This design comes from an exercise in tuning for small area and a short achievable clock period on the open sky130 flow, not from production work. Function was checked by simulation only, so behaviour that the tests miss may differ from the original. Power figures rest on the tool's default switching activity, not on a simulated workload.

==> flow/design.v (outline; a module is shown in full before it is edited, if it fits) <==
// module gnrl_dfflrd: 20 lines
// module gnrl_dfflrs: 19 lines
// module gnrl_dfflr: 19 lines
// module gnrl_dffl: 16 lines
// module gnrl_dffrs: 18 lines
// module gnrl_dffr: 18 lines
// module gnrl_sgnl_edge_probe: 25 lines
// module regfile: 22 lines
// module reghilo: 31 lines
// module regLLbit: 18 lines
// module oitf: 48 lines
// module oitfhi: 37 lines
// module oitflo: 37 lines
// module oitfLLbit: 37 lines
// module oitfcp0: 42 lines
// module cp0_reg: 72 lines
// module ctrl: 27 lines
// module pc_reg: 26 lines
// module id: 343 lines
// module id_ex: 71 lines
// module ex: 307 lines
// module mulcsa: 3755 lines
// module div: 98 lines
// module mem: 116 lines
// module mem_wb: 90 lines
// module mipscore: 554 lines
module mipscore(
	input       [32-1:0]         rom_data_i,
	output      [32-1:0]     rom_addr_o,
	output                                  rom_ce_o,
    output [32-1:0]          mem_addr_o,
	output                                  mem_we_o,
	output [3:0]				            mem_sel_o,
	output [32-1:0]                  mem_data_o,
	output                                  mem_ce_o,
	input  [32-1:0]                  mem_data_i,
	input [5:0]                             int_i,
    output                                  timer_int_o,
	input	                                clk,
    input                                   rst_n
);
  // ...
==> flow/run.sh <==
#!/bin/bash
# synth_recipe.tcl (not shown) runs the flow's synth.tcl, then flattens the netlist and writes it again
# the make line also repeats each setting of config.mk as NAME=value (left out here)
make -C /OpenROAD-flow-scripts/flow DESIGN_CONFIG=/design/flow/config.mk WORK_HOME=/design/flow/orfs CLKGATE_MAP_FILE= SYNTH_SCRIPT=/design/flow/synth_recipe.tcl finish
==> flow/config.mk <==
export PLATFORM = sky130hd
export DESIGN_NAME = mipscore
export DESIGN_NICKNAME = mipscore
export VERILOG_FILES = /design/flow/design.v
export SDC_FILE = /design/flow/constraint.sdc
export NUM_CORES = 4
export LEC_CHECK = 0
export ABC_AREA = 1
export CAP_MARGIN = 20
export CELL_PAD_IN_SITES_DETAIL_PLACEMENT = 1
export CELL_PAD_IN_SITES_GLOBAL_PLACEMENT = 2
export CORE_MARGIN = 2
export CORE_UTILIZATION = 30
export PLACE_DENSITY = 0.45
export SLEW_MARGIN = 20
==> flow/constraint.sdc <==
create_clock -name core_clock -period 20.0 [get_ports {clk}]
set_input_delay 4.0000 -clock core_clock [delete_from_list [all_inputs] [get_ports {clk}]]
set_output_delay 4.0000 -clock core_clock [all_outputs]
set_load 0.01 [all_outputs]
==> flow_summary.ini, run 1 <==
[outcome]
outcome = finished clean

[pwr]
p_int_mw = 15.3
switching_share_pct = 50.4
pg_comb_mw = 20.5

[setup_path]
reg2reg_to = u_oitfcp0.oitf_entries[1].rdidx_dfflrs.qout_r[0]
path_buf_inv = 6
r2r_cells = 39

[timing]
slew_headroom_pct = 12.3
skew_ns = 0.111
fin_crit_ns = 14.18
post-route-period-util_pct = 70.9

[clock_network]
cts_tree = yes
clockBufferDepth = 4
cts_htree_levels = 5

[layout]
nets = 18200
largest_class = multi-input combinational cells
layout_commonest_cell = nand2_1
utilization_pct = 34.4

[placed_design]
dp_hpwl_um = 655000
dp_cells = 23300

[logic_synthesis]
yosys.area_share.xor_xnor_pct = 5.59
synth_top_family_by_area = compound AO/OA/AOI/OAI gates

[die]
n_tap_cell = 6375
pin_count = 176
die_w_um = 695

[global_route]
use_met2_pct = 55.9
antenna_found_initial = 92
top_usage_layer = met2

[routing]
via_count = 139000
viasPerCell = 5.84
wire_per_inst_um = 38.0

[min_path]
min_path_cells = 0
==> module regfile, before the edit <==
module regfile(
	input  wire								     we,
	input  wire[5-1:0]		     waddr,
	input  wire[32-1:0]				     wdata,
	input  wire								     re1,
	input  wire[5-1:0]		     raddr1,
	output wire[32-1:0]                   rdata1,
	input  wire								     re2,
	input  wire[5-1:0]		     raddr2,
	output wire[32-1:0]                  rdata2,
    input	wire					             clk,
	input   wire					             rst_n
);
reg[32-1:0]  regs[0:32-1];
always@(posedge clk)
begin
    if(we)
        regs[waddr] <=  wdata;
end
assign rdata1 = regs[raddr1];
assign rdata2 = regs[raddr2];
endmodule
==> module oitf, before the edit <==
module oitf(
    input                              wreg,
    input  [5-1:0]             wreg_i_rdidx,
    input                              wreg_wb,
    input [5-1:0]             wreg_wb_i_rdidx,
    input                              readen1,
    input  [5-1:0]             readidx1,
    input                              readen2,
    input  [5-1:0]             readidx2,
    output                             oitfrd_match_disprs1,
    output                             oitfrd_match_disprs2,
	input 							   clk,
	input 							   rst_n
);
    wire [2-1:0] vld_set;
    wire [2-1:0] vld_clr;
    wire [2-1:0] vld_ena;
    wire [2-1:0] vld_nxt;
    wire [2-1:0] vld_r;
    wire [5-1:0] rdidx_r[2-1:0];
    wire [1-1:0] alc_ptr_r;
    wire [1-1:0] ret_ptr_r;
    wire [1-1:0] alc_ptr_nxt; 
    wire [1-1:0] ret_ptr_nxt; 
    wire alc_ptr_ena = wreg; 
    wire ret_ptr_ena = wreg_wb; 
    assign alc_ptr_nxt = alc_ptr_ena ? (alc_ptr_r + 1'b1) :1'b0 ;
    gnrl_dfflr #(5) alc_ptr_dfflrs(wreg, alc_ptr_nxt, alc_ptr_r, clk, rst_n);
    assign ret_ptr_nxt = ret_ptr_ena ? (ret_ptr_r + 1'b1) :1'b0 ;
    gnrl_dfflr #(5) ret_ptr_dfflrs(ret_ptr_ena, ret_ptr_nxt, ret_ptr_r, clk, rst_n);
  wire [2-1:0] rd_match_rs1idx;
  wire [2-1:0] rd_match_rs2idx;
  genvar i;
  generate  
      for (i=0; i<2; i=i+1) begin:oitf_entries 
        assign vld_set[i] = alc_ptr_ena & (alc_ptr_r == i);
        assign vld_clr[i] = ret_ptr_ena & (ret_ptr_r == i)&(rdidx_r[i] == wreg_wb_i_rdidx);
        assign vld_ena[i] = vld_set[i] |   vld_clr[i];
        assign vld_nxt[i] = vld_set[i] | (~vld_clr[i]);
        gnrl_dfflr #(1) vld_dfflrs(vld_ena[i], vld_nxt[i], vld_r[i], clk, rst_n);
        gnrl_dffl #(5) rdidx_dfflrs(vld_set[i], wreg_i_rdidx, rdidx_r[i], clk);
        assign rd_match_rs1idx[i] = vld_r[i] & readen1 & (rdidx_r[i] == readidx1);
        assign rd_match_rs2idx[i] = vld_r[i] & readen2 & (rdidx_r[i] == readidx2);
      end 
  endgenerate 
    assign oitfrd_match_disprs1 = |rd_match_rs1idx;
    assign oitfrd_match_disprs2 = |rd_match_rs2idx;
endmodule
==> module oitfhi, before the edit <==
module oitfhi(
    input                              wreg,
    input                              wreg_wb,
    input                              readenhi,
    output                             oitfhi_match,
	input 							   clk,
	input 							   rst_n
);
    wire [2-1:0] vld_set;
    wire [2-1:0] vld_clr;
    wire [2-1:0] vld_ena;
    wire [2-1:0] vld_nxt;
    wire [2-1:0] vld_r;
    wire [1-1:0] alc_ptr_r;
    wire [1-1:0] ret_ptr_r;
    wire [1-1:0] alc_ptr_nxt; 
    wire [1-1:0] ret_ptr_nxt; 
    wire alc_ptr_ena = wreg;
    wire ret_ptr_ena = wreg_wb;
    assign alc_ptr_nxt = alc_ptr_ena ? (alc_ptr_r + 1'b1) :1'b0 ;
    gnrl_dfflr #(5) alc_ptr_dfflrs(alc_ptr_ena, alc_ptr_nxt, alc_ptr_r, clk, rst_n);
    assign ret_ptr_nxt = ret_ptr_ena ? (ret_ptr_r + 1'b1) :1'b0 ;
    gnrl_dfflr #(5) ret_ptr_dfflrs(ret_ptr_ena, ret_ptr_nxt, ret_ptr_r, clk, rst_n);
  wire [2-1:0] rd_match_rs1idx;
  genvar i;
  generate  
      for (i=0; i<2; i=i+1) begin:oitf_entries 
        assign vld_set[i] = alc_ptr_ena & (alc_ptr_r == i);
        assign vld_clr[i] = ret_ptr_ena & (ret_ptr_r == i);
        assign vld_ena[i] = vld_set[i] |   vld_clr[i];
        assign vld_nxt[i] = vld_set[i] | (~vld_clr[i]);
        gnrl_dfflr #(1) vld_dfflrs(vld_ena[i], vld_nxt[i], vld_r[i], clk, rst_n);
        assign rd_match_rs1idx[i] = vld_r[i] & readenhi;
      end 
  endgenerate 
    assign oitfhi_match = |rd_match_rs1idx;
endmodule
==> module oitflo, before the edit <==
module oitflo(
    input                              wreg,
    input                              wreg_wb,
    input                              readenlo,
    output                             oitflo_match,
	input 							   clk,
	input 							   rst_n
);
    wire [2-1:0] vld_set;
    wire [2-1:0] vld_clr;
    wire [2-1:0] vld_ena;
    wire [2-1:0] vld_nxt;
    wire [2-1:0] vld_r;
    wire [1-1:0] alc_ptr_r;
    wire [1-1:0] ret_ptr_r;
    wire [1-1:0] alc_ptr_nxt; 
    wire [1-1:0] ret_ptr_nxt; 
    wire alc_ptr_ena = wreg;
    wire ret_ptr_ena = wreg_wb;
    assign alc_ptr_nxt = alc_ptr_ena ? (alc_ptr_r + 1'b1) :1'b0 ;
    gnrl_dfflr #(5) alc_ptr_dfflrs(alc_ptr_ena, alc_ptr_nxt, alc_ptr_r, clk, rst_n);
    assign ret_ptr_nxt = ret_ptr_ena ? (ret_ptr_r + 1'b1) :1'b0 ;
    gnrl_dfflr #(5) ret_ptr_dfflrs(ret_ptr_ena, ret_ptr_nxt, ret_ptr_r, clk, rst_n);
  wire [2-1:0] rd_match_rs1idx;
  genvar i;
  generate  
      for (i=0; i<2; i=i+1) begin:oitf_entries 
        assign vld_set[i] = alc_ptr_ena & (alc_ptr_r == i);
        assign vld_clr[i] = ret_ptr_ena & (ret_ptr_r == i);
        assign vld_ena[i] = vld_set[i] |   vld_clr[i];
        assign vld_nxt[i] = vld_set[i] | (~vld_clr[i]);
        gnrl_dfflr #(1) vld_dfflrs(vld_ena[i], vld_nxt[i], vld_r[i], clk, rst_n);
        assign rd_match_rs1idx[i] = vld_r[i] & readenlo;
      end 
  endgenerate 
    assign oitflo_match = |rd_match_rs1idx;
endmodule
==> module oitfLLbit, before the edit <==
module oitfLLbit(
    input                              wreg,
    input                              wreg_wb,
    input                              readenLLbit,
    output                             oitfLLbit_match,
	input 							   clk,
	input 							   rst_n
);
    wire [2-1:0] vld_set;
    wire [2-1:0] vld_clr;
    wire [2-1:0] vld_ena;
    wire [2-1:0] vld_nxt;
    wire [2-1:0] vld_r;
    wire [1-1:0] alc_ptr_r;
    wire [1-1:0] ret_ptr_r;
    wire [1-1:0] alc_ptr_nxt; 
    wire [1-1:0] ret_ptr_nxt; 
    wire alc_ptr_ena = wreg;
    wire ret_ptr_ena = wreg_wb;
    assign alc_ptr_nxt = alc_ptr_ena ? (alc_ptr_r + 1'b1) :1'b0 ;
    gnrl_dfflr #(5) alc_ptr_dfflrs(alc_ptr_ena, alc_ptr_nxt, alc_ptr_r, clk, rst_n);
    assign ret_ptr_nxt = ret_ptr_ena ? (ret_ptr_r + 1'b1) :1'b0 ;
    gnrl_dfflr #(5) ret_ptr_dfflrs(ret_ptr_ena, ret_ptr_nxt, ret_ptr_r, clk, rst_n);
  wire [2-1:0] rd_match_rs1idx;
  genvar i;
  generate 
      for (i=0; i<2; i=i+1) begin:oitf_entries
        assign vld_set[i] = alc_ptr_ena & (alc_ptr_r == i);
        assign vld_clr[i] = ret_ptr_ena & (ret_ptr_r == i);
        assign vld_ena[i] = vld_set[i] |   vld_clr[i];
        assign vld_nxt[i] = vld_set[i] | (~vld_clr[i]);
        gnrl_dfflr #(1) vld_dfflrs(vld_ena[i], vld_nxt[i], vld_r[i], clk, rst_n);
        assign rd_match_rs1idx[i] = vld_r[i] & readenLLbit;
      end
  endgenerate
    assign oitfLLbit_match = |rd_match_rs1idx;
endmodule
==> module oitfcp0, before the edit <==
module oitfcp0(
    input                              cp0_wreg,
    input  [5-1:0]      cp0_wreg_i_rdidx,
    input                              cp0_wreg_wb,
    input [5-1:0]       cp0_wreg_wb_i_rdidx,
    input                              cp0_readen,
    input  [5-1:0]      cp0_readidx,
    output                             cp0_oitfrd_match_disprs,
	input 							   clk,
	input 							   rst_n
);
    wire [2-1:0] vld_set;
    wire [2-1:0] vld_clr;
    wire [2-1:0] vld_ena;
    wire [2-1:0] vld_nxt;
    wire [2-1:0] vld_r;
    wire [5-1:0] rdidx_r[2-1:0];
    wire [1-1:0] alc_ptr_r;
    wire [1-1:0] ret_ptr_r;
    wire [1-1:0] alc_ptr_nxt; 
    wire [1-1:0] ret_ptr_nxt; 
    wire alc_ptr_ena = cp0_wreg;
    wire ret_ptr_ena = cp0_wreg_wb;
    assign alc_ptr_nxt = alc_ptr_ena ? (alc_ptr_r + 1'b1) :1'b0 ;
    gnrl_dfflr #(5) alc_ptr_dfflrs(cp0_wreg, alc_ptr_nxt, alc_ptr_r, clk, rst_n);
    assign ret_ptr_nxt = ret_ptr_ena ? (ret_ptr_r + 1'b1) :1'b0 ;
    gnrl_dfflr #(5) ret_ptr_dfflrs(ret_ptr_ena, ret_ptr_nxt, ret_ptr_r, clk, rst_n);
  wire [2-1:0] rd_match_rs1idx;
  genvar i;
  generate  
      for (i=0; i<2; i=i+1) begin:oitf_entries 
        assign vld_set[i] = alc_ptr_ena & (alc_ptr_r == i);
        assign vld_clr[i] = ret_ptr_ena & (ret_ptr_r == i)&(rdidx_r[i] == cp0_wreg_wb_i_rdidx);
        assign vld_ena[i] = vld_set[i] |   vld_clr[i];
        assign vld_nxt[i] = vld_set[i] | (~vld_clr[i]);
        gnrl_dfflr #(1) vld_dfflrs(vld_ena[i], vld_nxt[i], vld_r[i], clk, rst_n);
        gnrl_dffl #(5) rdidx_dfflrs(vld_set[i], cp0_wreg_i_rdidx, rdidx_r[i], clk);
        assign rd_match_rs1idx[i] = vld_r[i] & cp0_readen & (rdidx_r[i] == cp0_readidx);
      end 
  endgenerate 
    assign cp0_oitfrd_match_disprs = |rd_match_rs1idx;
endmodule
==> module cp0_reg, before the edit <==
module cp0_reg(
	input                                  we_i,
	input      [4:0]                       waddr_i,
	input      [32-1:0]             data_i,
	input                                  rd_i,
	input      [4:0]                       raddr_i,
	output     [32-1:0]             data_o,
	input      [5:0]                       int_i,
	output     [32-1:0]             count_o,
	output     [32-1:0]             compare_o,
	output     [32-1:0]             status_o,
	output     [32-1:0]             cause_o,
	output     [32-1:0]             epc_o,
	output     [32-1:0]             config_o,
	output     [32-1:0]             prid_o,
	output                                 timer_int_o,
    input                                  exception_en,
    input                                  is_exception,
    input                                  is_interrupt,
	input [32-1:0]        excepttype_i,
	input [32-1:0]	       pc_next,
	input                                  is_slot,
    input						           clk,
	input 						           rst_n
);
wire compare_ena = we_i&(waddr_i==5'b01011);
gnrl_dfflr #(32)    compare_dfflr (compare_ena, data_i, compare_o, clk, rst_n);
wire        count_ena = we_i&(waddr_i==5'b01001);
wire [32-1:0] count_next = compare_ena?1'b0:
                                    count_ena?data_i:count_o+1'b1;
gnrl_dfflr #(32)    count_dfflr (1'b1, count_next, count_o, clk, rst_n);
wire status_ena = we_i&(waddr_i==5'b01100);
wire [32-1:0] status_next = ({32{status_ena}}&data_i)
                                    |({32{exception_en&(excepttype_i != 32'h0000000e)}}&(status_o|32'h0000_0002))
                                    |({32{exception_en&(excepttype_i == 32'h0000000e)}}&(status_o&32'hFFFF_FFFD))
                                    ;
gnrl_dfflrd #(32)   status_dfflr (status_ena|exception_en, status_next, status_o, 32'b00010000000000000000000000000000, clk, rst_n);
wire cause_ena = we_i&(waddr_i==5'b01101);
wire [32-1:0] cause_next = ({32{cause_ena}}&{cause_o[32-1:24],data_i[23:22],cause_o[21:10], data_i[9:8],cause_o[7:0]})
                                    |{cause_o[32-1:16],int_i, cause_o[9:0]}
                                    |({32{exception_en&is_interrupt}}&{is_slot, cause_o[30:7], 5'b00000,cause_o[1:0]})
                                    |({32{exception_en&is_exception&(excepttype_i != 32'h0000000e)}}&{(status_o[1] == 1'b0)?is_slot:cause_o[31], cause_o[30:7], excepttype_i[4:0],cause_o[1:0]})
                                    ;
gnrl_dfflr #(32)    cause_dfflr (1'b1, cause_next, cause_o, clk, rst_n);
wire epc_we = we_i&(waddr_i==5'b01110);
wire epc_int = exception_en&is_interrupt;
wire epc_exception = exception_en&is_exception&(status_o[1] == 1'b0)&(excepttype_i != 32'h0000000e);
wire epc_ena = epc_we|epc_int|epc_exception;
wire [32-1:0] epc_next = (
                                ({32{epc_we}}&data_i)
                                |({32{epc_int}}&pc_next)
                                |({32{epc_exception}}&pc_next)
                                );
gnrl_dfflr #(32)    epc_dfflr (epc_ena, epc_next, epc_o, clk, rst_n);
gnrl_dfflrd #(32)   config_dfflr (1'b0, data_i, config_o, 32'b00000000000000001000000000000000, clk, rst_n);
gnrl_dfflrd #(32)   prid_dfflr (1'b0, data_i, prid_o, 32'b00000000010011000000000100000010, clk, rst_n);
wire timer_int_condition = (compare_o != 32'h00000000 && count_o == compare_o);
wire timer_int_cancel_condition = compare_ena; 
wire timer_int_ena = timer_int_cancel_condition|timer_int_condition;
wire timer_int_next = (~timer_int_cancel_condition)|timer_int_condition;
gnrl_dfflr #(1)    timer_int_dfflr (timer_int_ena, timer_int_next, timer_int_o, clk, rst_n);
assign data_o = {32{rd_i}}&(
                                    ({32{(raddr_i==5'b01001)}}&count_o)
                                    |({32{(raddr_i==5'b01011)}}&compare_o)
                                    |({32{(raddr_i==5'b01100)}}&status_o)
                                    |({32{(raddr_i==5'b01101)}}&cause_o)
                                    |({32{(raddr_i==5'b01110)}}&epc_o)
                                    |({32{(raddr_i==5'b10000)}}&config_o)
                                    |({32{(raddr_i==5'b01111)}}&prid_o)
                                    )
                                    ;
endmodule
==> module pc_reg, before the edit <==
module pc_reg(
    output [32-1:0]		   pc,
	output                                 ce,
	input                                  oitf_match,
	input  [5:0]                           pause,
    input  [32-1:0]         pc_jump,
	input                                  pc_flush,
    input  [32-1:0]         pc_exception_jump,
	input                                  pc_exception_flush,
	input                                  clk,
    input  							       rst_n
);
wire pc_en;
assign pc_en = (~oitf_match)&(~pause[0]);
wire[32-1:0]			 pc_next;
wire[32-1:0]			 pc_current;
wire flash_en = pc_flush;
wire flash_exception_en = pc_exception_flush;
assign pc_next = pc_en ?pc + 4'h4:pc;
assign pc = flash_exception_en?pc_exception_jump:
                        flash_en?pc_jump:pc_current;
gnrl_dfflr #(32) pc_dfflr ((ce&pc_en|flash_en), pc_next, pc_current, clk, rst_n);
wire ce_pre;
assign ce = ce_pre&pc_en; 
gnrl_dfflr #(1) ce_dfflr (1'b1, 1'b1, ce_pre, clk, rst_n);
endmodule
==> module ex, before the edit <==
module ex(	
	input [8-1:0]         aluop_i,
	input [4-1:0]        alusel_i,
	input [32-1:0]              reg1_i,
	input [32-1:0]              reg2_i,
	input [5-1:0]       wd_i,
	input                              wreg_i,
    input                              wreg_hi_i,
	input                              wreg_lo_i,
	input [32-1:0]              reghi_i,
	input [32-1:0]              reglo_i,
	input                              wreg_LLbit_i,
	input                              regLLbit_i,
	input [5-1:0]       wd_cp0_i,
	input                              wreg_cp0_i,
	input [32-1:0]	   pc_i,
	input                              pc_flush_i,
	input [32-1:0]              offset_i,
	output [5-1:0]      wd_o,
	output                             wreg_o,
	output [32-1:0]			   wdata_o,
	output [64-1:0]       wsum_s_o,
	output [64-1:0]       wsum_c_o,
	output                             wreg_real_o,
    output                             wreg_hi_o,
    output [32-1:0]             wdata_hi_o,
    output                             wreg_lo_o,
    output [32-1:0]             wdata_lo_o,
	output                             wreg_LLbit_o,
	output                             wreg_LLbit_wb_o,
	output                             wdata_LLbit_o,
	output [5-1:0]      wd_cp0_o,
	output                             wreg_cp0_o,
	output [32-1:0]			   wdata_cp0_o,
	output [32-1:0]	   pc_o,
	output [32-1:0]   excepttype_o,
	output                             ex_to_pausereq,	
	output                             jp_to_pausereq,	
    input                              pc_flush_en,
    output [32-1:0]             div_opdata1_o,
	output [32-1:0]             div_opdata2_o,
	output                             div_start_o,
	output                             signed_div_o,
    input  [64-1:0]       div_result_i,
	input                              div_ready_i,
	output [32-1:0]     pc_jump_o,
	output                             pc_flush_o,
	output [8-1:0]        mem_aluop_o,
    output [32-1:0]     mem_addr_o,
	output [32-1:0]             mem_reg2_o ,
	output                             mem_wreg_o,
	output                             mem_wreg_LLbit,
	output                             mem_wdata_LLbit,
	input  [32-1:0]             mem_data_i,
	input  [3:0]				       mem_sel_i,
	input                              mem_data_vaild_i,
	input                              mem_is_load_i,
	input                              mem_is_store_i,
	input                              mem_load_pause,
    input                              clk,
	input      						   rst_n
);
	wire[32-1:0] logicout;
    assign logicout =   ({32{(aluop_i==8'b00001101)|(aluop_i==8'b01100101)}}&(reg1_i | reg2_i))
                        |({32{(aluop_i==8'b00001100)|(aluop_i==8'b01100100)}}&(reg1_i & reg2_i))
                        |({32{(aluop_i==8'b00001110)|(aluop_i==8'b01100110)}}&(reg1_i ^ reg2_i))
                        |({32{(aluop_i==8'b01100111)}}&(~(reg1_i |reg2_i)))
                        |({32{(aluop_i==8'b00001111)}}&({reg2_i[15:0],16'h0}))
                        ;
	wire[32-1:0] shiftout;
    assign shiftout =   ({32{(aluop_i==8'b01000000)|(aluop_i==8'b01000100)}}&(reg2_i << reg1_i[4:0]))
                        |({32{(aluop_i==8'b01000010)|(aluop_i==8'b01000110)}}&(reg2_i >> reg1_i[4:0]))
                        |({32{(aluop_i==8'b01000011)|(aluop_i==8'b01000111)}}&(({32{reg2_i[31]}} << (6'd32-{1'b0, reg1_i[4:0]}))| (reg2_i >> reg1_i[4:0])))
                        ;
	wire[32-1:0] nopout;
    assign nopout = 32'b0;
	wire[32-1:0] moveout;
    wire                moveout_condition;
    assign moveout =   ({32{(aluop_i==8'b01001011)}}&(reg1_i))
                        |({32{(aluop_i==8'b01001010)}}&(reg1_i))
                        |({32{(aluop_i==8'b01010000)}}&(reghi_i))
                        |({32{(aluop_i==8'b01010010)}}&(reglo_i))
                        ;
    assign moveout_condition = ((aluop_i==8'b01001011)&(reg2_i != 32'b0))
                                |((aluop_i==8'b01001010)&(reg2_i == 32'b0))
                                |(aluop_i==8'b01010000)
                                |(aluop_i==8'b01010010)
                                ;
	wire[32-1:0]     arithmeticout;
    wire[32-1:0]     reg2_i_signed;
    wire[32-1:0]     reg2_i_mux;
    wire[32-1:0]     reg1_i_not;
	wire[32-1:0]     result_sum;
	wire ov_sum;
	wire reg1_eq_reg2;
	wire reg1_lt_reg2;
    assign reg2_i_signed = ((aluop_i==8'b00001000)
                            ||(aluop_i==8'b00001001)
                            ||(aluop_i==8'b00001010)
                            ||(aluop_i==8'b00001011)
                            ||(aluop_i==8'b11001100)
                            ||(aluop_i==8'b11001000)
                            ||(aluop_i==8'b11001001)
                            ||(aluop_i==8'b11001010)
                            ||(aluop_i==8'b11001011)
                            ||(aluop_i==8'b11001110)
                            )?{{16{reg2_i[15]}}, reg2_i[15:0]}:reg2_i
                            ;
    assign reg2_i_mux = (
                        (aluop_i == 8'b01100010) || (aluop_i == 8'b01100011) ||(aluop_i == 8'b01101010)
                      ||(aluop_i == 8'b01110010) || (aluop_i == 8'b11001010) ||(aluop_i == 8'b01110000)||(aluop_i == 8'b11001000)
                         ) 
                         ? (~reg2_i_signed)+1 : reg2_i_signed;
	assign result_sum = reg1_i + reg2_i_mux;										 
	assign ov_sum = ((!reg1_i[31] && !reg2_i_mux[31]) && result_sum[31]) ||
									((reg1_i[31] && reg2_i_mux[31]) && (!result_sum[31]));  
	assign reg1_lt_reg2 = ((aluop_i == 8'b01101010)
	                       ||(aluop_i == 8'b01110010) || (aluop_i == 8'b11001010) ||(aluop_i == 8'b01110000)||(aluop_i == 8'b11001000)
	                       ) ?
												 ((reg1_i[31] && !reg2_i_signed[31]) || 
												 (!reg1_i[31] && !reg2_i_signed[31] && result_sum[31])||
			                   (reg1_i[31] && reg2_i_signed[31] && result_sum[31]))
			                   :	(reg1_i < reg2_i_signed);
    assign reg1_i_not = ~reg1_i;
    assign arithmeticout = ({32{((aluop_i==8'b01101010)||(aluop_i==8'b01101011)||(aluop_i==8'b00001010)||(aluop_i==8'b00001011))}}&(reg1_lt_reg2))
                            |({32{((aluop_i==8'b01100000)||(aluop_i==8'b01100001)||(aluop_i==8'b00001000)
                                    ||(aluop_i==8'b00001001)||(aluop_i==8'b01100010)||(aluop_i==8'b01100011))}}&(result_sum))
                            |({32{(aluop_i==8'b10100000)}}&(reg1_i[31] ? 0 : reg1_i[30] ? 1 : reg1_i[29] ? 2 :
                                                                     reg1_i[28] ? 3 : reg1_i[27] ? 4 : reg1_i[26] ? 5 :
                                                                     reg1_i[25] ? 6 : reg1_i[24] ? 7 : reg1_i[23] ? 8 : 
                                                                     reg1_i[22] ? 9 : reg1_i[21] ? 10 : reg1_i[20] ? 11 :
                                                                     reg1_i[19] ? 12 : reg1_i[18] ? 13 : reg1_i[17] ? 14 : 
                                                                     reg1_i[16] ? 15 : reg1_i[15] ? 16 : reg1_i[14] ? 17 : 
                                                                     reg1_i[13] ? 18 : reg1_i[12] ? 19 : reg1_i[11] ? 20 :
                                                                     reg1_i[10] ? 21 : reg1_i[9] ? 22 : reg1_i[8] ? 23 : 
                                                                     reg1_i[7] ? 24 : reg1_i[6] ? 25 : reg1_i[5] ? 26 : 
                                                                     reg1_i[4] ? 27 : reg1_i[3] ? 28 : reg1_i[2] ? 29 : 
                                                                     reg1_i[1] ? 30 : reg1_i[0] ? 31 : 32 ))
                            |({32{(aluop_i==8'b10100001)}}&(reg1_i_not[31] ? 0 : reg1_i_not[30] ? 1 : reg1_i_not[29] ? 2 :
                                                                     reg1_i_not[28] ? 3 : reg1_i_not[27] ? 4 : reg1_i_not[26] ? 5 :
                                                                     reg1_i_not[25] ? 6 : reg1_i_not[24] ? 7 : reg1_i_not[23] ? 8 : 
                                                                     reg1_i_not[22] ? 9 : reg1_i_not[21] ? 10 : reg1_i_not[20] ? 11 :
                                                                     reg1_i_not[19] ? 12 : reg1_i_not[18] ? 13 : reg1_i_not[17] ? 14 : 
                                                                     reg1_i_not[16] ? 15 : reg1_i_not[15] ? 16 : reg1_i_not[14] ? 17 : 
                                                                     reg1_i_not[13] ? 18 : reg1_i_not[12] ? 19 : reg1_i_not[11] ? 20 :
                                                                     reg1_i_not[10] ? 21 : reg1_i_not[9] ? 22 : reg1_i_not[8] ? 23 : 
                                                                     reg1_i_not[7] ? 24 : reg1_i_not[6] ? 25 : reg1_i_not[5] ? 26 : 
                                                                     reg1_i_not[4] ? 27 : reg1_i_not[3] ? 28 : reg1_i_not[2] ? 29 : 
                                                                     reg1_i_not[1] ? 30 : reg1_i_not[0] ? 31 : 32))
                            ;
    wire                           overflow;
    wire                           signedmul;
    wire                           is_prod;
    wire [64-1:0]     csa_s;
    wire [64-1:0]     csa_c;
    assign overflow  = ((aluop_i == 8'b01100000) || (aluop_i == 8'b00001000) || (aluop_i == 8'b01100010))
                        && (ov_sum == 1'b1);
    assign signedmul = (aluop_i == 8'b01011000) || (aluop_i == 8'b10000010)
                        ||(aluop_i==8'b10000000)||(aluop_i==8'b10000100)
                        ;
    wire is_madd = (aluop_i==8'b10000000)||(aluop_i==8'b10000001);
    wire is_msub = (aluop_i==8'b10000100)||(aluop_i==8'b10000101);
    assign is_prod = (alusel_i == 4'b0101) | (alusel_i == 4'b0110);
    mulcsa u_mulcsa(
        .a({signedmul & reg1_i[31], reg1_i}),
        .b({signedmul & reg2_i[31], reg2_i}),
        .neg(is_msub),
        .acc({64{is_madd|is_msub}} & {reghi_i, reglo_i}),
        .s(csa_s),
        .c(csa_c)
    );
 	wire[64-1:0]      div;
    assign div_opdata1_o = reg1_i;
    assign div_opdata2_o = reg2_i;
    assign div_start_o = (~div_ready_i)&((aluop_i==8'b01011010)||(aluop_i==8'b01011011));
    assign signed_div_o = (~div_ready_i)&(aluop_i==8'b01011010);
 	assign div = {64{div_ready_i}}&div_result_i;
    wire[32-1:0]      jump;
    wire[32-1:0]      pc_rd;
    assign jump = ({32{((aluop_i==8'b00000010)|(aluop_i==8'b00000011))}}&{pc_rd[31:28],reg1_i[25:0],2'b00})
                    |({32{((aluop_i==8'b01001000)|(aluop_i==8'b01001001))}}&reg1_i)
                    ;
 	assign pc_rd = pc_i + 4;
    wire[32-1:0]      branch;
    wire                             branch_jump;
 	assign branch = {{14{offset_i[15]}}, offset_i[15:0], 2'b00 } + pc_i;
 	assign branch_jump = ((aluop_i==8'b00000100)&(reg1_i==reg2_i))
 	                      |((aluop_i==8'b00000111)&((reg1_i[31] == 1'b0) && (reg1_i != 32'h00000000)))
 	                      |((aluop_i==8'b00000110)&((reg1_i[31] == 1'b1) || (reg1_i == 32'h00000000)))
 	                      |((aluop_i==8'b00000101)&(reg1_i!=reg2_i))
 	                      |(((aluop_i==8'b11000000)|(aluop_i==8'b11010000))&(reg1_i[31] == 1'b1))
 	                      |(((aluop_i==8'b11000001)|(aluop_i==8'b11010001))&(reg1_i[31] == 1'b0))
 	                      ;
    wire [32-1:0]                   mem_wdata;
    assign mem_aluop_o  =  aluop_i;
    assign mem_addr_o = offset_i+reg1_i;
    assign mem_reg2_o = reg2_i;
    assign mem_wreg_o = wreg_i;
	assign mem_wreg_LLbit = wreg_LLbit_i;
	assign mem_wdata_LLbit = regLLbit_i;
    assign mem_wdata = ({32{mem_is_load_i&mem_data_vaild_i}}&{mem_sel_i[3]?mem_data_i[31:24]:reg2_i[31:24],
                                                                    mem_sel_i[2]?mem_data_i[23:16]:reg2_i[23:16],
                                                                    mem_sel_i[1]?mem_data_i[15:8]:reg2_i[15:8],
                                                                    mem_sel_i[0]?mem_data_i[7:0]:reg2_i[7:0]
                                                                    })
                        ;
    wire tr_exception;
    assign tr_exception = ({(aluop_i == 8'b01110100)|(aluop_i == 8'b11001100)}&(reg1_i == reg2_i))
                          |({(aluop_i == 8'b01110000)|(aluop_i == 8'b11001000)|(aluop_i == 8'b01110001)|(aluop_i == 8'b11001001)}&(~reg1_lt_reg2))
                          |({(aluop_i == 8'b01110010)|(aluop_i == 8'b11001010)|(aluop_i == 8'b01110011)|(aluop_i == 8'b11001011)}&(reg1_lt_reg2))
                          |({(aluop_i == 8'b01110110)|(aluop_i == 8'b11001110)}&(reg1_i != reg2_i))
                          ;
    assign wdata_o =    (
                        ({32{(alusel_i == 4'b0001)}}&logicout)
                        |({32{(alusel_i == 4'b0010)}}&shiftout)
                        |({32{(alusel_i == 4'b0000)}}&nopout)
                        |({32{(alusel_i == 4'b0011)&moveout_condition}}&moveout)
                        |({32{(alusel_i == 4'b0100)}}&arithmeticout)
                        |({32{(alusel_i == 4'b1000)|(alusel_i == 4'b1001)}}&pc_rd)
                        |({32{(alusel_i == 4'b1010)&mem_data_vaild_i}}&mem_wdata)
                        |({32{(aluop_i == 8'b00111000)}}&(wreg_LLbit_i&regLLbit_i?1'b1:1'b0))
                        |({32{(aluop_i == 8'b11100000)}}&reg2_i)
                        );
    assign wd_o = (
                    ({5{(alusel_i == 4'b0001)}}&wd_i)
                    |({5{(alusel_i == 4'b0010)}}&wd_i)
                    |({5{(alusel_i == 4'b0000)}}&wd_i)
                    |({5{(alusel_i == 4'b0011)}}&wd_i)
                    |({5{(alusel_i == 4'b0100)}}&wd_i)
                    |({5{(alusel_i == 4'b0101)}}&wd_i)
                    |({5{(alusel_i == 4'b1000)|(alusel_i == 4'b1001)}}&wd_i)
                    |({5{(alusel_i == 4'b1010)}}&wd_i)
                    |({5{(aluop_i == 8'b00111000)}}&wd_i)
                    |({5{(alusel_i == 4'b1100)}}&wd_i)
                    );
    assign wreg_o = (~ex_to_pausereq)&(
                    ({1{(alusel_i == 4'b0001)}}&wreg_i)
                    |({1{(alusel_i == 4'b0010)}}&wreg_i)
                    |({1{(alusel_i == 4'b0000)}}&1'b0)
                    |({1{(alusel_i == 4'b0011)}}&wreg_i)
                    |({1{(alusel_i == 4'b0100)}}&wreg_i)
                    |({1{(alusel_i == 4'b0101)}}&wreg_i)
                    |({1{(alusel_i == 4'b1000)|(alusel_i == 4'b1001)}}&wreg_i)
                    |({1{(alusel_i == 4'b1010)&mem_data_vaild_i}}&wreg_i)
                    |({1{(aluop_i == 8'b00111000)}}&wreg_i)
                    |({1{(alusel_i == 4'b1100)}}&wreg_i)
                    );
    assign wreg_real_o = (~ex_to_pausereq)&(
                        ((alusel_i == 4'b0001))
                        |((alusel_i == 4'b0010))
                        |((alusel_i == 4'b0000)&1'b0)
                        |((alusel_i == 4'b0011)&moveout_condition)
                        |((alusel_i == 4'b0100)&(~overflow))
                        |((alusel_i == 4'b0101))
                        |((alusel_i == 4'b1000))
                        |((alusel_i == 4'b1001))
                        |((alusel_i == 4'b1010)&mem_is_load_i)
                        |((aluop_i == 8'b00111000))
                        |((alusel_i == 4'b1100))
                        );
    assign wreg_hi_o = wreg_hi_i&
                        (
                        (aluop_i==8'b01010001)
                        |((aluop_i == 8'b01011000) || (aluop_i == 8'b01011001))
                        |((alusel_i == 4'b0110))
                        |((alusel_i == 4'b0111)&&div_ready_i)
                        );
    assign wdata_hi_o = ({32{(aluop_i==8'b01010001)}}&(reg1_i))
                        |({32{(alusel_i == 4'b0111)}}&(div[63:32]))
                        ;
    assign wreg_lo_o = wreg_lo_i&
                        (
                        (aluop_i==8'b01010011)
                        |((aluop_i == 8'b01011000) || (aluop_i == 8'b01011001))
                        |((alusel_i == 4'b0110))
                        |((alusel_i == 4'b0111)&&div_ready_i)
                        );
    assign wdata_lo_o = ({32{(aluop_i==8'b01010011)}}&(reg1_i))
                        |({32{(alusel_i == 4'b0111)}}&(div[31:0]))
                        ;
	assign wreg_LLbit_o = (aluop_i == 8'b00110000)?(mem_data_vaild_i&wreg_LLbit_i):
	                       ((aluop_i == 8'b00111000)&wreg_LLbit_i&regLLbit_i) 
	                       ;
	assign wreg_LLbit_wb_o = (aluop_i == 8'b00110000)?(mem_data_vaild_i&wreg_LLbit_i):
	                       ((aluop_i == 8'b00111000)&wreg_LLbit_i) 
	                       ;
	assign wdata_LLbit_o = (aluop_i == 8'b00110000)?(mem_data_vaild_i&regLLbit_i):1'b0
	                       ;
    assign wd_cp0_o = wd_cp0_i;
	assign wreg_cp0_o = wreg_cp0_i;
	assign wdata_cp0_o = {32{wreg_cp0_i}}&reg2_i;
	assign pc_o = pc_i;
    assign wsum_s_o = is_prod ? csa_s : {wdata_hi_o, wdata_lo_o | wdata_o};
    assign wsum_c_o = {64{is_prod}} & csa_c;
    assign ex_to_pausereq = div_start_o | mem_load_pause;
    assign pc_jump_o = ({32{(alusel_i == 4'b1000)}}&jump)
                        |({32{(alusel_i == 4'b1001)}}&branch)
                        ;
    assign pc_flush_o = ((alusel_i == 4'b1000)&pc_flush_i)
                        |((alusel_i == 4'b1001)&pc_flush_i&branch_jump)
                        ;
    assign excepttype_o = (
                    ({32{(aluop_i == 8'b11011000)}}&32'h0000000e)
                    |({32{(aluop_i == 8'b01001100)}}&32'h00000008)
                    |({32{tr_exception}}&32'h0000000d)
                    );
endmodule
==> run 2: changes to the inputs <==
--- a/flow/design.v
+++ b/flow/design.v
@@ -148,10 +148,31 @@
 );
-reg[32-1:0]  regs[0:32-1];
-always@(posedge clk)
+reg  [32-1:0] regs [0:32-1];
+wire [32-1:0]   sel1;
+wire [32-1:0]   sel2;
+reg  [32-1:0] rd1;
+reg  [32-1:0] rd2;
+genvar i;
+generate
+    for (i = 0; i < 32; i = i + 1) begin : g_reg
+        always @(posedge clk)
+        begin
+            if (we && (waddr == i))
+                regs[i] <= wdata;
+        end
+        assign sel1[i] = (raddr1 == i);
+        assign sel2[i] = (raddr2 == i);
+    end
+endgenerate
+integer k;
+always @*
 begin
-    if(we)
-        regs[waddr] <=  wdata;
+    rd1 = {32{1'b0}};
+    rd2 = {32{1'b0}};
+    for (k = 0; k < 32; k = k + 1) begin
+        rd1 = rd1 | ({32{sel1[k]}} & regs[k]);
+        rd2 = rd2 | ({32{sel2[k]}} & regs[k]);
+    end
 end
-assign rdata1 = regs[raddr1];
-assign rdata2 = regs[raddr2];
+assign rdata1 = rd1;
+assign rdata2 = rd2;
 endmodule
@@ -217,2 +238,4 @@
     output                             oitfrd_match_disprs2,
+    output [2-1:0]            vld_o,
+    output [2*5-1:0] idx_o,
 	input 							   clk,
@@ -251,2 +274,4 @@
   endgenerate 
+    assign vld_o = vld_r;
+    assign idx_o = {rdidx_r[1], rdidx_r[0]};
     assign oitfrd_match_disprs1 = |rd_match_rs1idx;
@@ -259,2 +284,3 @@
     output                             oitfhi_match,
+    output                             busy_o,
 	input 							   clk,
@@ -289,2 +315,3 @@
   endgenerate 
+    assign busy_o = |vld_r;
     assign oitfhi_match = |rd_match_rs1idx;
@@ -296,2 +323,3 @@
     output                             oitflo_match,
+    output                             busy_o,
 	input 							   clk,
@@ -326,2 +354,3 @@
   endgenerate 
+    assign busy_o = |vld_r;
     assign oitflo_match = |rd_match_rs1idx;
@@ -333,2 +362,3 @@
     output                             oitfLLbit_match,
+    output                             busy_o,
 	input 							   clk,
@@ -363,2 +393,3 @@
   endgenerate
+    assign busy_o = |vld_r;
     assign oitfLLbit_match = |rd_match_rs1idx;
@@ -373,2 +404,4 @@
     output                             cp0_oitfrd_match_disprs,
+    output [2-1:0]            vld_o,
+    output [2*5-1:0] idx_o,
 	input 							   clk,
@@ -405,2 +438,4 @@
   endgenerate 
+    assign vld_o = vld_r;
+    assign idx_o = {rdidx_r[1], rdidx_r[0]};
     assign cp0_oitfrd_match_disprs = |rd_match_rs1idx;
@@ -450,3 +485,5 @@
                                     ;
-gnrl_dfflr #(32)    cause_dfflr (1'b1, cause_next, cause_o, clk, rst_n);
+wire [15:0] cause_r;
+gnrl_dfflr #(16)    cause_dfflr (1'b1, {cause_next[31], cause_next[23:22], cause_next[15:8], cause_next[6:2]}, cause_r, clk, rst_n);
+assign cause_o = {cause_r[15], 7'b0, cause_r[14:13], 6'b0, cause_r[12:5], 1'b0, cause_r[4:0], 2'b0};
 wire epc_we = we_i&(waddr_i==5'b01110);
@@ -509,2 +546,3 @@
 	output                                 ce,
+	output                                 ce_pre_o,
 	input                                  oitf_match,
@@ -529,3 +567,4 @@
 wire ce_pre;
-assign ce = ce_pre&pc_en; 
+assign ce = ce_pre&pc_en;
+assign ce_pre_o = ce_pre; 
 gnrl_dfflr #(1) ce_dfflr (1'b1, 1'b1, ce_pre, clk, rst_n);
@@ -1016,6 +1055,18 @@
 	wire[32-1:0] shiftout;
-    assign shiftout =   ({32{(aluop_i==8'b01000000)|(aluop_i==8'b01000100)}}&(reg2_i << reg1_i[4:0]))
-                        |({32{(aluop_i==8'b01000010)|(aluop_i==8'b01000110)}}&(reg2_i >> reg1_i[4:0]))
-                        |({32{(aluop_i==8'b01000011)|(aluop_i==8'b01000111)}}&(({32{reg2_i[31]}} << (6'd32-{1'b0, reg1_i[4:0]}))| (reg2_i >> reg1_i[4:0])))
-                        ;
+    wire sh_left = (aluop_i==8'b01000000)|(aluop_i==8'b01000100);
+    wire sh_right = (aluop_i==8'b01000010)|(aluop_i==8'b01000110);
+    wire sh_arith = (aluop_i==8'b01000011)|(aluop_i==8'b01000111);
+    wire [32-1:0] sh_in;
+    wire [32-1:0] sh_res;
+    wire [32-1:0] sh_out;
+    genvar gi;
+    generate
+        for (gi = 0; gi < 32; gi = gi + 1) begin : g_shrev
+            assign sh_in[gi] = sh_left ? reg2_i[32-1-gi] : reg2_i[gi];
+            assign sh_out[gi] = sh_left ? sh_res[32-1-gi] : sh_res[gi];
+        end
+    endgenerate
+    wire [2*32-1:0] sh_full = {{32{sh_arith & reg2_i[31]}}, sh_in} >> reg1_i[4:0];
+    assign sh_res = sh_full[32-1:0];
+    assign shiftout = {32{sh_left|sh_right|sh_arith}} & sh_out;
 	wire[32-1:0] nopout;
@@ -1036,3 +1087,2 @@
     wire[32-1:0]     reg2_i_signed;
-    wire[32-1:0]     reg2_i_mux;
     wire[32-1:0]     reg1_i_not;
@@ -1054,18 +1104,25 @@
                             ;
-    assign reg2_i_mux = (
-                        (aluop_i == 8'b01100010) || (aluop_i == 8'b01100011) ||(aluop_i == 8'b01101010)
-                      ||(aluop_i == 8'b01110010) || (aluop_i == 8'b11001010) ||(aluop_i == 8'b01110000)||(aluop_i == 8'b11001000)
-                         ) 
-                         ? (~reg2_i_signed)+1 : reg2_i_signed;
-	assign result_sum = reg1_i + reg2_i_mux;										 
-	assign ov_sum = ((!reg1_i[31] && !reg2_i_mux[31]) && result_sum[31]) ||
-									((reg1_i[31] && reg2_i_mux[31]) && (!result_sum[31]));  
-	assign reg1_lt_reg2 = ((aluop_i == 8'b01101010)
-	                       ||(aluop_i == 8'b01110010) || (aluop_i == 8'b11001010) ||(aluop_i == 8'b01110000)||(aluop_i == 8'b11001000)
-	                       ) ?
-												 ((reg1_i[31] && !reg2_i_signed[31]) || 
-												 (!reg1_i[31] && !reg2_i_signed[31] && result_sum[31])||
-			                   (reg1_i[31] && reg2_i_signed[31] && result_sum[31]))
-			                   :	(reg1_i < reg2_i_signed);
+    wire sub_sel = (aluop_i == 8'b01100010) || (aluop_i == 8'b01100011) ||(aluop_i == 8'b01101010)
+                      ||(aluop_i == 8'b01110010) || (aluop_i == 8'b11001010) ||(aluop_i == 8'b01110000)||(aluop_i == 8'b11001000);
+    wire [32:0] sum_ci = {reg1_i, 1'b1} + {reg2_i_signed ^ {32{sub_sel}}, sub_sel};
+	assign result_sum = sum_ci[32:1];
+    wire reg2_mux31 = sub_sel ? (~reg2_i_signed[31] ^ (reg2_i_signed[30:0] == 31'b0)) : reg2_i_signed[31];
+	assign ov_sum = ((!reg1_i[31] && !reg2_mux31) && result_sum[31]) ||
+									((reg1_i[31] && reg2_mux31) && (!result_sum[31]));
+    wire lt_signed = (aluop_i == 8'b01101010)
+	                       ||(aluop_i == 8'b01110010) || (aluop_i == 8'b11001010) ||(aluop_i == 8'b01110000)||(aluop_i == 8'b11001000);
+	assign reg1_lt_reg2 = {reg1_i[31] ^ lt_signed, reg1_i[30:0]} < {reg2_i_signed[31] ^ lt_signed, reg2_i_signed[30:0]};
     assign reg1_i_not = ~reg1_i;
+    wire [31:0] clz_x  = reg1_i ^ {32{aluop_i==8'b10100001}};
+    wire        clz_n4 = (clz_x[31:16] == 16'b0);
+    wire [15:0] clz_y4 = clz_n4 ? clz_x[15:0] : clz_x[31:16];
+    wire        clz_n3 = (clz_y4[15:8] == 8'b0);
+    wire [7:0]  clz_y3 = clz_n3 ? clz_y4[7:0] : clz_y4[15:8];
+    wire        clz_n2 = (clz_y3[7:4] == 4'b0);
+    wire [3:0]  clz_y2 = clz_n2 ? clz_y3[3:0] : clz_y3[7:4];
+    wire        clz_n1 = (clz_y2[3:2] == 2'b0);
+    wire [1:0]  clz_y1 = clz_n1 ? clz_y2[1:0] : clz_y2[3:2];
+    wire        clz_n0 = ~clz_y1[1];
+    wire        clz_all = (clz_x == 32'b0);
+    wire [5:0]  clz_out = clz_all ? 6'd32 : {1'b0, clz_n4, clz_n3, clz_n2, clz_n1, clz_n0};
     assign arithmeticout = ({32{((aluop_i==8'b01101010)||(aluop_i==8'b01101011)||(aluop_i==8'b00001010)||(aluop_i==8'b00001011))}}&(reg1_lt_reg2))
@@ -1073,24 +1130,3 @@
                                     ||(aluop_i==8'b00001001)||(aluop_i==8'b01100010)||(aluop_i==8'b01100011))}}&(result_sum))
-                            |({32{(aluop_i==8'b10100000)}}&(reg1_i[31] ? 0 : reg1_i[30] ? 1 : reg1_i[29] ? 2 :
-                                                                     reg1_i[28] ? 3 : reg1_i[27] ? 4 : reg1_i[26] ? 5 :
-                                                                     reg1_i[25] ? 6 : reg1_i[24] ? 7 : reg1_i[23] ? 8 : 
-                                                                     reg1_i[22] ? 9 : reg1_i[21] ? 10 : reg1_i[20] ? 11 :
-                                                                     reg1_i[19] ? 12 : reg1_i[18] ? 13 : reg1_i[17] ? 14 : 
-                                                                     reg1_i[16] ? 15 : reg1_i[15] ? 16 : reg1_i[14] ? 17 : 
-                                                                     reg1_i[13] ? 18 : reg1_i[12] ? 19 : reg1_i[11] ? 20 :
-                                                                     reg1_i[10] ? 21 : reg1_i[9] ? 22 : reg1_i[8] ? 23 : 
-                                                                     reg1_i[7] ? 24 : reg1_i[6] ? 25 : reg1_i[5] ? 26 : 
-                                                                     reg1_i[4] ? 27 : reg1_i[3] ? 28 : reg1_i[2] ? 29 : 
-                                                                     reg1_i[1] ? 30 : reg1_i[0] ? 31 : 32 ))
-                            |({32{(aluop_i==8'b10100001)}}&(reg1_i_not[31] ? 0 : reg1_i_not[30] ? 1 : reg1_i_not[29] ? 2 :
-                                                                     reg1_i_not[28] ? 3 : reg1_i_not[27] ? 4 : reg1_i_not[26] ? 5 :
-                                                                     reg1_i_not[25] ? 6 : reg1_i_not[24] ? 7 : reg1_i_not[23] ? 8 : 
-                                                                     reg1_i_not[22] ? 9 : reg1_i_not[21] ? 10 : reg1_i_not[20] ? 11 :
-                                                                     reg1_i_not[19] ? 12 : reg1_i_not[18] ? 13 : reg1_i_not[17] ? 14 : 
-                                                                     reg1_i_not[16] ? 15 : reg1_i_not[15] ? 16 : reg1_i_not[14] ? 17 : 
-                                                                     reg1_i_not[13] ? 18 : reg1_i_not[12] ? 19 : reg1_i_not[11] ? 20 :
-                                                                     reg1_i_not[10] ? 21 : reg1_i_not[9] ? 22 : reg1_i_not[8] ? 23 : 
-                                                                     reg1_i_not[7] ? 24 : reg1_i_not[6] ? 25 : reg1_i_not[5] ? 26 : 
-                                                                     reg1_i_not[4] ? 27 : reg1_i_not[3] ? 28 : reg1_i_not[2] ? 29 : 
-                                                                     reg1_i_not[1] ? 30 : reg1_i_not[0] ? 31 : 32))
+                            |({32{(aluop_i==8'b10100000)|(aluop_i==8'b10100001)}}&{26'b0, clz_out})
                             ;
@@ -5100,3 +5136,3 @@
                             ;
-gnrl_dfflr #(64)        result_dfflr (result_ena, result_next, result_o, clk, rst_n);
+assign result_o = {64{ready_o}} & {dividend[64:33], dividend[31:0]};
 wire ready_next = ((result_init_ena|result_divend_out_ena)&1'b0)
@@ -5109,2 +5145,4 @@
     input [32-1:0]         ex_addr_i,
+    input [32-1:0]                 ex_off_i,
+    input [32-1:0]                 ex_base_i,
 	input [32-1:0]                 reg2_i ,
@@ -5151,3 +5189,5 @@
 wire is_store = is_sb|is_sh|is_sw|is_swl|is_swr|is_sc;
-    wire load_pause_en = is_load&ex_wreg_i&((aluop_i != last_aluop_i)|(ex_addr_i != last_ex_addr_i)|(reg2_i != last_reg2_i));
+    wire [32-1:0] addr_k = {(ex_off_i[30:0] & ex_base_i[30:0]) | ((ex_off_i[30:0] ^ ex_base_i[30:0]) & ~last_ex_addr_i[30:0]), 1'b0};
+    wire addr_same = ((ex_off_i ^ ex_base_i ^ addr_k) == last_ex_addr_i);
+    wire load_pause_en = is_load&ex_wreg_i&((aluop_i != last_aluop_i)|(~addr_same)|(reg2_i != last_reg2_i));
     gnrl_sgnl_edge_probe gnrl_sgnl_edge_probe_ex_load_pause(
@@ -5274,3 +5314,3 @@
 gnrl_dfflr #(32)             pc_dfflr ((~ex_to_pausereq), mem_pc, mem_pc_last, clk, rst_n);
-gnrl_dfflr #(5)      wd_dfflr (mem_wb_en, mem_wd, wb_wd, clk, rst_n);
+gnrl_dffl #(5)       wd_dfflr (mem_wb_en, mem_wd, wb_wd, clk);
 wire wb_wreg_r;
@@ -5280,4 +5320,4 @@
 wire [64-1:0] wb_wsum_c;
-gnrl_dfflr #(64)       wsum_s_dfflr (mem_wb_en, mem_wsum_s, wb_wsum_s, clk, rst_n);
-gnrl_dfflr #(64)       wsum_c_dfflr (mem_wb_en, mem_wsum_c, wb_wsum_c, clk, rst_n);
+gnrl_dffl #(64)        wsum_s_dfflr (mem_wb_en, mem_wsum_s, wb_wsum_s, clk);
+gnrl_dffl #(64)        wsum_c_dfflr (mem_wb_en, mem_wsum_c, wb_wsum_c, clk);
 wire [64-1:0] wb_wsum = wb_wsum_s + wb_wsum_c;
@@ -5292,7 +5332,7 @@
 gnrl_dfflr #(1)                     wdata_LLbit_dfflr (mem_wb_en, mem_wdata_LLbit, wb_wdata_LLbit, clk, rst_n);
-gnrl_dfflr #(5)      wd_cp0_dfflr (mem_wb_en, mem_wd_cp0, wb_wd_cp0, clk, rst_n);
+gnrl_dffl #(5)       wd_cp0_dfflr (mem_wb_en, mem_wd_cp0, wb_wd_cp0, clk);
 gnrl_dfflr #(1)                     wreg_cp0_dfflr (mem_wb_en, mem_wreg_cp0, wb_wreg_cp0, clk, rst_n);
-gnrl_dfflr #(32)             wdata_cp0_dfflr (mem_wb_en, mem_wdata_cp0, wb_wdata_cp0, clk, rst_n);
+gnrl_dffl #(32)              wdata_cp0_dfflr (mem_wb_en, mem_wdata_cp0, wb_wdata_cp0, clk);
 wire [32-1:0]	       mem_pc_jump_last;
-gnrl_dfflr #(32)             pc_jump_dfflr (mem_pc_flush, mem_pc_jump, mem_pc_jump_last, clk, rst_n);
+gnrl_dffl #(32)              pc_jump_dfflr (mem_pc_flush, mem_pc_jump, mem_pc_jump_last, clk);
 wire pc_flush_last;
@@ -5509,2 +5549,4 @@
     .oitfrd_match_disprs2(oitfrd_match_disprs2_raw),
+    .vld_o(oitf_vld),
+    .idx_o(oitf_idx),
 	.clk(clk),
@@ -5529,2 +5571,3 @@
     .oitfhi_match(oitfhi_match_raw),
+    .busy_o(hi_busy),
 	.clk(clk),
@@ -5537,2 +5580,3 @@
     .oitflo_match(oitflo_match_raw),
+    .busy_o(lo_busy),
 	.clk(clk),
@@ -5553,2 +5597,3 @@
     .oitfLLbit_match(oitfLLbit_match_raw),
+    .busy_o(ll_busy),
 	.clk(clk),
@@ -5589,2 +5634,4 @@
     .cp0_oitfrd_match_disprs(oitfrd_cp0_match_disprs_raw),
+    .vld_o(cp0_vld),
+    .idx_o(cp0_idx),
 	.clk(clk),
@@ -5612,5 +5659,13 @@
 wire                                    rom_ce_o_temp;
+wire                                    rom_ce_pre;
+wire                                    pc_ce_unused;
+wire [1:0]                              oitf_vld;
+wire [9:0]                              oitf_idx;
+wire [1:0]                              cp0_vld;
+wire [9:0]                              cp0_idx;
+wire                                    hi_busy, lo_busy, ll_busy;
 pc_reg u_pc_reg(
     .pc(pc),
-	.ce(rom_ce_o),
+	.ce(pc_ce_unused),
+	.ce_pre_o(rom_ce_pre),
 	.pause(pause),
@@ -5625,2 +5680,30 @@
 assign rom_addr_o = pc;
+localparam [63:0] CE_SPEC_FN = 64'h005f0cff0f0f9fdd;
+localparam [63:0] CE_SP2_FN  = 64'h0000000300000037;
+localparam [63:0] CE_I_OP    = 64'h01094f7f0000fff0;
+localparam [31:0] CE_RIMM_RT = 32'h00035f03;
+localparam [63:0] CE_RE2_OP  = 64'h01014f7f000000f0;
+wire [5:0] ce_op = rom_data_i[31:26];
+wire [5:0] ce_fn = rom_data_i[5:0];
+wire [4:0] ce_rs = rom_data_i[25:21];
+wire [4:0] ce_rt = rom_data_i[20:16];
+wire [4:0] ce_rd = rom_data_i[15:11];
+wire ce_op_sp  = (ce_op == 6'h00);
+wire ce_op_sp2 = (ce_op == 6'h1c);
+wire ce_op_c0  = (ce_op == 6'h10);
+wire ce_nop = (rom_data_i == 32'h0) | (ce_op_sp & (ce_fn == 6'h0f)) | (ce_op == 6'h33);
+wire ce_r = (ce_op_sp & CE_SPEC_FN[ce_fn]) | (ce_op_sp2 & CE_SP2_FN[ce_fn]);
+wire ce_re1 = ~ce_nop & (ce_r | CE_I_OP[ce_op] | ((ce_op == 6'h01) & CE_RIMM_RT[ce_rt]));
+wire ce_re2 = ~ce_nop & (ce_r | CE_RE2_OP[ce_op] | (ce_op_c0 & (ce_rs == 5'h04)));
+wire ce_hilo = ce_op_sp2 & (ce_fn[5:3] == 3'b000) & ~ce_fn[1];
+wire ce_rehi = ce_hilo | (ce_op_sp & (ce_fn == 6'h10));
+wire ce_relo = ce_hilo | (ce_op_sp & (ce_fn == 6'h12));
+wire ce_rell = (ce_op == 6'h38);
+wire ce_mfc0 = ce_op_c0 & (ce_rs == 5'h00);
+wire ce_hit_rs = (oitf_vld[0] & (oitf_idx[4:0] == ce_rs)) | (oitf_vld[1] & (oitf_idx[9:5] == ce_rs));
+wire ce_hit_rt = (oitf_vld[0] & (oitf_idx[4:0] == ce_rt)) | (oitf_vld[1] & (oitf_idx[9:5] == ce_rt));
+wire ce_hit_c0 = (cp0_vld[0] & (cp0_idx[4:0] == ce_rd)) | (cp0_vld[1] & (cp0_idx[9:5] == ce_rd));
+wire ce_stall = (ce_re1 & ce_hit_rs) | (ce_re2 & ce_hit_rt) | (ce_rehi & hi_busy) | (ce_relo & lo_busy)
+              | (ce_rell & ll_busy) | (ce_mfc0 & ce_hit_c0);
+assign rom_ce_o = rom_ce_pre & ~pause[0] & (id_kill | ~ce_stall);
 id u_id(
@@ -5799,2 +5882,4 @@
     .ex_addr_i(ex_mem_addr),
+    .ex_off_i(ex_offset),
+    .ex_base_i(ex_reg1_i),
 	.reg2_i(ex_mem_reg2),
==> flow/flow/run.sh (new file) <==
#!/bin/bash
# Own flow: the standard layout (standard.sh, unchanged synthesis and steps),
# with the resizer's setup repair aiming for a margin below the clock period
# so that it sizes and buffers the longest paths instead of stopping at 20 ns.
set -euo pipefail
bash standard.sh SETUP_SLACK_MARGIN=9 TNS_END_PERCENT=5 finish > standard_flow.log 2>&1
==> flow/standard.sh (new file) <==
#!/bin/bash
# synth_recipe.tcl (not shown) runs the flow's synth.tcl, then flattens the netlist and writes it again
# the make line also repeats each setting of config.mk as NAME=value (left out here)
make -C /OpenROAD-flow-scripts/flow DESIGN_CONFIG=/design/flow/config.mk WORK_HOME=/design/flow/orfs CLKGATE_MAP_FILE= SYNTH_SCRIPT=/design/flow/synth_recipe.tcl "${@:-finish}"
removed: flow/run.sh
==> run 2 against run 1 <==
- still clean on timing, DRC and antenna
- non-clock buffer count increased by 105
- clock power decreased by 8.6%
- first-iteration DRC count increased by 11%
- largest cell class unchanged
==> flow_summary.ini, run 2 <==
[pwr]
ir_worst_vdd_mv = 0.225
power_density_mw_per_mm2 = 146
cellLeakagePower_nw = 64.2

[die]
chipHeight_um = 679
core-area_mm2 = 0.453
die_w_um = 679
start_util_pct = 30.2
pin_count = 176
rows = 247
dieArea_mm2 = 0.461

[clock_network]
path_clk_slew_ns = 0.06
clkSinkCount = 1946
cts_tree = yes
cts_root_buf = clkbuf_16
cts_htree_levels = 4
numCtsBuffers = 244
clock_latency_ns = 1.07
clockBufferDepth = 4

[setup_path]
cp_slowest_stage_delay_ns = 0.55
worst-path-stages = 15
crit_fanout = 14
path_delay_family = buffers and inverters
reg2reg_from = u_id_ex.aluop_dfflr.qout_r[5]
r2r_cells = 32
required_ns = 16.00
arrival_ns = 7.03
critPathKind = in -> out
start_kind = input pin
end_kind = output pin
path_cells = clkdlybuf4s15_2 -> inv_2 -> nand2_1 -> inv_1 -> nand2_1 -> buf_4 -> a21oi_1 -> inv_1 -> nand2_2 -> inv_1 -> nand2_1 -> o311ai_4 -> a31oi_4 -> nor2_1 -> clkdlybuf4s50_1
crit_slowest_cell = clkdlybuf4s50_1
path_buf_inv = 7
rrSetupSlack_ns = 11.96
reg2reg_to = u_oitfhi.alc_ptr_dfflrs.qout_r[0]

[logic_synthesis]
synth_warnings = 42
synth_cell_types = 84
ys_seq_area_share_pct = 38.8
synthTopCellsByCount = nand2_1, inv_1, o21ai_0
yosysTopAreaCellShare_pct = 23.6
synth-edff-count = 1076
syn_area_mm2 = 0.137
syn_inst = 16300
ys_seq_elements = 1946
synth.area.top_cells = edfxtp_1, dfrtp_1, nand2_1
avgSynthCellArea_um2 = 8.37
yosys.area.top_type = edfxtp_1
ys.flop_type = edfxtp_1
synthArstFlopShare_pct = 34.2
yosysMostFrequentCell = nand2_1

[routing]
drtIter0Drc = 16900
ant_nets = 0
drc = 0
finalWirelength_um = 946000
dr.pass1.iters = 6
via_count = 137000
viasPerCell = 6.04
wire_per_inst_um = 41.6

[layout]
top_register = u_regfile.regs
area_growth_pct = 15.3
mostFrequentLayoutCells = nand2_1, inv_1, o21ai_0
reg.largest.list = u_regfile.regs (1024), u_div.dividend_dfflr.qout_r (65)
drive_above_1_share_pct = 9.59
largest_register_ffs = 1024
nets = 17500
layout_commonest_cell = nand2_1

[job]
maxCapViolCount = 0

[min_path]
min-delay-start = u_cp0_reg.cause_dfflr.qout_r[4]
holdPathEnd = u_cp0_reg.cause_dfflr.qout_r[4]
min_path_cells = 0
worstHoldPathType = reg -> reg

[timing]
worst_pin_slew_ns = 1.39
grt_setup_unrepaired = true
setup_tns_ns = 0
hold_viol = 0
post-route-period-util_pct = 55.2
slew_viol_final = 0
setup_viol = 0
fin_crit_ns = 11.03
slew_headroom_pct = 7.56
skew_ns = 0.143
max_freq_mhz = 90.6
hold_slack_ns = 0.377

[placed_design]
place_congestion = 1.04
portBuffers = 173
dp_hpwl_um = 689000

[outcome]
outcome = finished clean

[global_route]
grt_pass1_wl_um = 1260000
grt_max_degree = 133
overflow = 0
grt_pass1_vias = 137000
gr-usage-all-layers_pct = 39.9
antenna_found_initial = 119
run 2: cell count changes after synthesis, moves of 86 or more:
cell      change
a221oi_1    +211
o21ai_0      -86
dfrtp_1     -282
inv_1       +250
clkbuf_1    -188
xnor2_1     +142
nor2_1      -101
nand2_1      -99
dfxtp_1     +170
a21oi_1     -472
buf_1        -89
xor2_1      -128
nor3_1      -361
run 2: final cells by class:
type	count	area, um^2
tap	5976	7480
clock buffer	324	6800
multi-input combinational	11100	72600
timing repair buffer	878	7180
inverter	2360	8880
fill	52700	295000
sequential	1946	53100
antenna	57	143
clock inverter	127	1380
run 2: through the flow:
step / setup WS, ns / util (%) / std cells / cell area, um^2 / power [mW]
after global placement: 7.59 / 32.8 / 22200 / 148000 / 18.1
final: 8.97 / 34.8 / 22700 / 158000 / 23.0
after CTS: 8.88 / 34.7 / 22700 / 157000 / 23.0
after detailed placement: 7.96 / 32.8 / 22200 / 149000 / 18.2
after global routing: 8.87 / 34.8 / 22700 / 157000 / 24.5
after floorplan: 10.45 / - / 16300 / 137000 / 12.3
run 2: layer usage:
layer | wire length (um) | global-route usage (%) | share of wire (%) | vias to the layer above
met5 | 237 | 0 | 0.025 | -
met4 | 85900 | 30.0 | 9.1 | 34
met3 | 80000 | 8.89 | 8.5 | 2207
met2 | 404000 | 59.9 | 43 | 7660
met1 | 375000 | 50.0 | 40 | 71100
li1 | - | - | - | 56300
run 2: worst max-delay path by stage:
stage | slack, ns | from | to
floorplan | 10.45 | rom_data_i[26] | rom_ce_o
global placement | 7.59 | rom_data_i[29] | rom_ce_o
detailed placement | 7.96 | rom_data_i[20] | rom_ce_o
CTS | 8.88 | rom_data_i[27] | rom_ce_o
global route | 8.87 | rom_data_i[16] | rom_ce_o
finish | 8.97 | rom_data_i[16] | rom_ce_o
run 2: cells by family after synthesis:
| group | after synthesis | share of synthesized area, % |
|---|---|---|
| flip-flops | 1946 | 38.8 |
| AO/OA/AOI/OAI | 4114 | 19.0 |
| XOR/XNOR | 915 | 5.86 |
| other | 2 | 0.00549 |
| buffers and inverters | 3313 | 9.34 |
| AND/OR/NAND/NOR | 5133 | 15.7 |
| multiplexers | 9 | 0.0659 |
| adder cells (fa/ha/maj) | 907 | 11.2 |
run 2: worst reg2reg max path, delay by kind of cell (launching register included):
kind	cells	cell delay, ns
fa+ha+maj	1	0.33
xor+xnor	1	0.20
simple gates	19	4.00
buf+inv	9	2.34
compound gates	2	0.59
flops	1	0.50
run 2: what timing repair did:
action / CTS / global route
endpoints found under the hold margin: 0 / 0
buffers inserted: 2 / 6
endpoints found under the setup margin: 31 / 31
pin swaps: 4 / 5
resized for setup: 53 / 31
hold buffers: 0 / 0
run 2: report_power, final:
part,internal [mW],switching [mW],total (mW)
Sequential,4.54,0.251,4.79
Clock,2.65,2.03,4.68
Combinational,4.64,8.88,13.5

## static timing again, ports no longer ideal
No port has a modelled driver above. Below, the same layouts with a new extraction and two added sets of constraints. Step 1 sets driving cells, clkbuf_16 on the clock port and buf_2 on the other inputs (assumed; they add their load-dependent delay and slew). Step 2 adds t to the input delays and takes it off the output delays; t is the mean of the earliest and latest rising clock arrival at the registers after step 1. Input paths then give back, and output paths get back, about the clock's delay inside the block. Slacks: no drivers / after step 1 / after step 2; pairs: no drivers / after step 1.
| run | shift t [ns] | setup slack, ns | clock arrival spread, ns | worst slew at a driven data input, ns |
|---|---|---|---|---|
| run 1 | 1.081 | 5.821 / 5.685 / 6.172 | 0.113 / 0.113 | 0.09 |
| run 2 | 1.121 | 8.967 / 8.794 / 8.794 | 0.173 / 0.173 | 0.21 |
After both steps every run listed still meets setup and hold. The setup slack of run 2, which loses most, moves by -0.173 ns with the drivers and by -0.173 ns with both steps.
